Background: an optimization exercise with open tools, aiming at small area. Do not read the settings as production practice. Function was checked by simulation only, so behaviour that the tests miss may differ from the original. Power figures rest on the tool's default switching activity, not on a simulated workload.

## old
// copter_soc
module copter_soc (
    input  wire       clk,
    input  wire       rstn,          
    input  wire       spi_sck,
    input  wire       spi_mosi,
    input  wire       spi_cs,        
    output wire       spi_miso,
    input  wire [5:0] pwm_in,
    output wire [6:0] led,
    output wire       busy
);
Size: about 480 flip-flops, roughly 20 I/O pins, roughly 21000 um^2 of cells after synthesis.
clock: 8.0 ns
lec_check: 0
cap_margin: 20
core_margin: 2
core_utilization: 75
cts_buf_list: sky130_fd_sc_hd__clkbuf_8
cts_cluster_diameter: 50
cts_cluster_size: 18
slew_margin: 20
standard.sh (not shown) runs the stock make flow with config.mk's settings and CLKGATE_MAP_FILE= SYNTH_SCRIPT=/design/flow/synth_recipe.tcl, a recipe that flattens the netlist after the stock synthesis.
==> flow/flow/run.sh <==
#!/bin/bash
# Layout flow: the standard ORFS flow (standard.sh) with two changes:
#  - clock tree synthesis without dummy loads, clustered onto clkbuf_8 leaves;
#  - input and output ports buffered with the smallest buffer.
# Each tool's output goes to a log of its own in this folder.
set -euo pipefail
export CTS_ARGS="-sink_clustering_enable -repair_clock_nets -sink_clustering_size 18 -sink_clustering_max_diameter 50 -buf_list sky130_fd_sc_hd__clkbuf_8 -dont_use_dummy_load"
export BUFFER_PORTS_ARGS="-buffer_cell sky130_fd_sc_hd__buf_1"
bash standard.sh > orfs_make.log 2>&1
Changes in new relative to old:
--- a/flow/design.v
+++ b/flow/design.v
@@ -139,38 +139,31 @@
 reg        ov;           
 reg  [7:0] od;
 wire       fifo_wr = ov & ~fifo_full;
 wire [15:0] wp_inc16 = inc16({12'd0, wp});
 wire [15:0] rp_inc16 = inc16({12'd0, rp});
 wire [3:0] wp_inc = wp_inc16[3:0];
 wire [3:0] rp_inc = rp_inc16[3:0];
 assign fifo_q = fifo_dout;
-reg [7:0] rd_word;
-integer ri;
-always @* begin
-    rd_word = 8'd0;
-    for (ri = 0; ri < 16; ri = ri + 1)
-        rd_word = rd_word | ({8{rp == ri[3:0]}} & mem[ri]);
-end
 always @(posedge clk) begin
     if (fifo_wr)
         mem[wp] <= od;
     if (!rstn) begin
         rp         <= 4'd0;
         wp         <= 4'd0;
         fifo_full  <= 1'b0;
         fifo_empty <= 1'b1;
         fifo_dout  <= 8'd0;
     end else begin
         if (fifo_wr)
             wp <= wp_inc;
         if (rd_fifo) begin
             rp        <= rp_inc;
-            fifo_dout <= rd_word;
+            fifo_dout <= mem[rp];
         end
         if (rd_fifo)
             fifo_full <= 1'b0;
         else if (fifo_wr)
             fifo_full <= wp_inc == rp;
         if (rd_fifo & ~ov)
             fifo_empty <= rp_inc == wp;
         else if (fifo_wr)
@@ -186,24 +179,25 @@
                  S_W2   = 3'd6;    
 reg  [2:0]  st;
 reg  [15:0] ptr;         
 reg  [2:0]  cnt;         
 reg         hz, ho;      
 reg  [5:0]  u6;          
 reg  [7:0]  alo;         
 reg  [11:0] sd;
+reg         tready;      
 reg         ack;         
 reg         oready;         
 reg         tv;          
 reg  [7:0]  td;
 reg  [31:0] led_r;
 reg  [2:0]  os_r;        
 wire [11:0] pv0, pv1, pv2, pv3, pv4, pv5;
-wire       in_v    = rx_valid & (oready | (st == S_W1));
+wire       in_v    = rx_valid & tready;
 wire [7:0] in_d    = rx_byte;
 wire       out_rdy = ~fifo_full;
 wire       is_hdr = (st == S_HR) | (st == S_HW);
 wire       stb    = (st == S_R1) | (st == S_W2);
 wire       we     = (st == S_W2);
 wire       hi_zero = hz & (u6 == 6'd0);
 wire       sel_led = hi_zero & (alo[7:6] == 2'b00);
 wire       sel_pwm = hi_zero & (alo[7:6] == 2'b01);
@@ -287,47 +281,63 @@
 wire [2:0] cnt_dec = cnt_dec16[2:0];
 wire early = out_rdy | (~tv & (~ov | ~tv_int));
 wire [15:0] a_inc16 = inc16({2'd0, u6, alo});
 wire [13:0] a_inc = a_inc16[13:0];
 wire        a_cy  = &{u6, alo};
 always @(posedge clk) begin
     if (!rstn) begin
         st     <= S_IDLE;
+        tready <= 1'b0;
         ack    <= 1'b0;
     end else begin
         ack    <= first & hi_zero & ~(sel_os & we);
+        tready <= 1'b0;
         case (st)
             S_IDLE: begin
+                tready <= early;
                 if (in_v & (in_d == 8'hA1))
                     st <= S_HR;
                 else if (in_v & (in_d == 8'hA2))
                     st <= S_HW;
             end
             S_HR, S_HW: begin
-                if (in_v & (cnt == 3'd0))
-                    st <= (st == S_HW) ? S_W1 : S_R1;
+                tready <= early;
+                if (in_v & (cnt == 3'd0)) begin
+                    if (st == S_HW) begin
+                        st <= S_W1;
+                    end else begin
+                        tready <= 1'b0;
+                        st <= S_R1;
+                    end
+                end
             end
             S_R1: if (bus_done) st <= S_R2;
             S_R2: if (oready) begin
-                if (ptr == 16'd1)
+                if (ptr == 16'd1) begin
+                    tready <= early;
                     st <= S_IDLE;
-                else if (cnt[1:0] == 2'd3) begin
+                end else if (cnt[1:0] == 2'd3) begin
                     st <= S_R1;
                 end
             end
             S_W1: begin
-                if (in_v & ((cnt[1:0] == 2'd3) | (ptr == 16'd1)))
+                tready <= 1'b1;
+                if (in_v & ((cnt[1:0] == 2'd3) | (ptr == 16'd1))) begin
+                    tready <= 1'b0;
                     st <= S_W2;
+                end
             end
             S_W2: if (bus_done) begin
-                if (ptr == 16'd0)
+                if (ptr == 16'd0) begin
+                    tready <= early;
                     st <= S_IDLE;
-                else
+                end else begin
                     st <= S_W1;
+                end
             end
             default: st <= S_IDLE;
         endcase
     end
 end
 always @(posedge clk) begin
     case (st)
         S_IDLE: if (in_v & ((in_d == 8'hA1) | (in_d == 8'hA2)))
@@ -408,20 +418,18 @@
         od <= td;
     end
 end
 wire led_set  = (alo[1] == alo[0]);
 wire led_tog  = ~alo[1] & alo[0];
 wire led_clrm = alo[1] & ~alo[0];
 wire led_w0   = first & sel_led & we;
 wire led_w1   = (st == S_W1) & in_v & sel_led;
-wire led_zero = ~rstn |
-                (st == S_HW) & in_v & (cnt == 3'd0) & sel_led & led_set |
-                (st == S_W2) & bus_done & (ptr != 16'd0) &
-                ((sel_led & ~(&alo[5:0]) & alo[1]) | (ho & (&u6) & (&alo)));
+wire led_zero = ~rstn | (sel_led & led_set &
+                ((st == S_HW) & in_v & (cnt == 3'd0) | (st == S_W1) & ~tready));
 genvar gk, gj;
 generate
     for (gj = 0; gj < 8; gj = gj + 1) begin : g_lane0
         wire q  = led_r[gj];
         wire en = ~rstn | (led_w0 & (led_set | sd[gj]));
         wire dv = rstn & (led_set ? sd[gj] : (led_tog & ~q));
         always @(posedge clk)
             if (en)
Between old and new, the area of all placed cells without fillers does not differ in any meaningful way.
Between old and new, the time the final worst path needs with I/O delays and setup does not differ in any meaningful way.
| number of global-route vias before repair | new vs old | about 3.5% lower |
Routability-driven placement congestion ratio, new and old: smaller value in new
Post-layout total power for new: about 16% up relative to old
Delta (new minus old): total routed wirelength lost 0.54%; clock network fraction of design power lost 3.8 points; final cycle utilization of the critical path neither gained nor lost much; share of the core filled with cells in the final layout neither gained nor lost much.
Die area delta (new -> old): insignificant
Going from old to new, number of flip-flops and latches flat, critical path depth stayed essentially flat.
Final non-filler cell total: new < old

========
== juniper ==
copter_soc, a different RTL version from the one above (not shown whole).
Size: roughly 1800 cells after synthesis, about 480 flip-flops, about 0.021 sq mm of cells after synthesis.
// copter_soc
module copter_soc (
    input  wire       clk,
    input  wire       rstn,          
    input  wire       spi_sck,
    input  wire       spi_mosi,
    input  wire       spi_cs,        
    output wire       spi_miso,
    input  wire [5:0] pwm_in,
    output wire [6:0] led,
    output wire       busy
);
clock: 8.0 ns
lec_check: 0
cap_margin: 20
core_margin: 2
core_utilization: 75
cts_buf_list: sky130_fd_sc_hd__clkbuf_8
cts_cluster_diameter: 50
cts_cluster_size: 18
slew_margin: 20
Scripts as last shown in full above: flow/flow/run.sh
Per the final summary, juniper finished and its layout is clean on timing, DRC and antenna.
The following lists how willow was set up differently from juniper:
-- flow/design.v --
<<< juniper, line 180
                 S_W1   = 3'd5,    
                 S_W2   = 3'd6;    
reg  [2:0]  st;
reg  [15:0] ptr;         
reg  [2:0]  cnt;         
reg         hz, ho;      
reg  [5:0]  u6;          
reg  [7:0]  alo;         
>>> willow, line 180
                 S_W1   = 3'd5,    
                 S_W2   = 3'd6;    
localparam [1:0] H_ZERO = 2'd0,    
                 H_ONES = 2'd1,    
                 H_FAR  = 2'd2;    
reg  [2:0]  st;
reg  [15:0] ptr;         
reg  [2:0]  cnt;         
reg  [1:0]  hc;          
reg  [5:0]  u6;          
reg  [7:0]  alo;         
<<< juniper, line 201
wire       stb    = (st == S_R1) | (st == S_W2);
wire       we     = (st == S_W2);
wire       hi_zero = hz & (u6 == 6'd0);
wire       sel_led = hi_zero & (alo[7:6] == 2'b00);
wire       sel_pwm = hi_zero & (alo[7:6] == 2'b01);
>>> willow, line 204
wire       stb    = (st == S_R1) | (st == S_W2);
wire       we     = (st == S_W2);
wire       hi_zero = (hc == H_ZERO) & (u6 == 6'd0);
wire       sel_led = hi_zero & (alo[7:6] == 2'b00);
wire       sel_pwm = hi_zero & (alo[7:6] == 2'b01);
<<< juniper, line 286
wire [13:0] a_inc = a_inc16[13:0];
wire        a_cy  = &{u6, alo};
always @(posedge clk) begin
    if (!rstn) begin
>>> willow, line 289
wire [13:0] a_inc = a_inc16[13:0];
wire        a_cy  = &{u6, alo};
reg  [1:0]  hc_inc;
always @* begin
    case (hc)
        H_ZERO:  hc_inc = H_FAR;
        H_ONES:  hc_inc = H_ZERO;
        default: hc_inc = H_FAR;
    endcase
end
always @(posedge clk) begin
    if (!rstn) begin
<<< juniper, line 348
            cnt <= cnt_dec;
            case (cnt)
                3'd5, 3'd4: begin
                    hz <= (in_d == 8'h00) & (cnt[0] | hz);
                    ho <= (in_d == 8'hFF) & (cnt[0] | ho);
                end
                3'd3: {u6, alo[7:6]} <= in_d;
                3'd2: {alo[5:0], ptr[1:0]} <= in_d;
>>> willow, line 359
            cnt <= cnt_dec;
            case (cnt)
                3'd5: hc <= (in_d == 8'h00) ? H_ZERO : (in_d == 8'hFF) ? H_ONES : H_FAR;
                3'd4: hc <= (hc == H_ZERO && in_d == 8'h00) ? H_ZERO :
                            (hc == H_ONES && in_d == 8'hFF) ? H_ONES : H_FAR;
                3'd3: {u6, alo[7:6]} <= in_d;
                3'd2: {alo[5:0], ptr[1:0]} <= in_d;
<<< juniper, line 370
                cnt <= 3'd0;
                {u6, alo} <= a_inc;
                if (a_cy) begin
                    hz <= ho;
                    ho <= 1'b0;
                end
            end
        end
>>> willow, line 380
                cnt <= 3'd0;
                {u6, alo} <= a_inc;
                if (a_cy) hc <= hc_inc;
            end
        end
<<< juniper, line 387
            sd <= 12'd0;
            {u6, alo} <= a_inc;
            if (a_cy) begin
                hz <= ho;
                ho <= 1'b0;
            end
        end
        default: ;
>>> willow, line 394
            sd <= 12'd0;
            {u6, alo} <= a_inc;
            if (a_cy) hc <= hc_inc;
        end
        default: ;
Findings:
The final reports for willow and juniper show sequential group power lower in the former. The higher synthesized cell count came out of willow. Final setup slack of the worst path was higher in the run labelled juniper. Shortest period the worst path allows: higher on willow. Detailed route, willow vs juniper: via total higher for willow. On post-synthesis instance area, the higher figure sits with willow, not juniper. Share of the clock period used by the worst path after layout: willow and juniper compared, higher one is willow. willow ran to completion and came out clean on the timing, DRC and antenna checks. From juniper to willow the numbers moved as follows: clock latency reported for the late side of the worst-skew pair shows no meaningful change, hold buffer count at cts did not really move, worst path arrival time higher. Wire length of the first global-routing pass deteriorates in willow relative to juniper.

==> what the ideal ports hide <==
The results above use ideal ports. As a check the final layouts listed here were re-extracted and re-timed, cells and wires unchanged. Step 1, drivers: a clkbuf_16 drives clk and a buf_2 each remaining input, both assumed. Step 2 also shifts input and output timing later by t, the mid clock arrival at the registers, as if the neighbouring blocks saw the same clock. Slacks: no drivers / after step 1 / after step 2; pairs: no drivers / after step 1.
| run | t (ns) | slack for setup (ns) | hold WS [ns] |
|---|---|---|---|
| old | 0.593 | 3.746 / 3.746 / 3.746 | 0.354 / 0.354 / 0.354 |
| new | 0.599 | 3.743 / 3.743 / 3.743 | 0.362 / 0.362 / 0.362 |
| juniper | 0.605 | 3.917 / 3.917 / 3.917 | 0.368 / 0.368 / 0.368 |
| willow | 0.586 | 3.793 / 3.793 / 3.793 | 0.356 / 0.356 / 0.356 |
After both steps setup and hold are still met in every run listed.
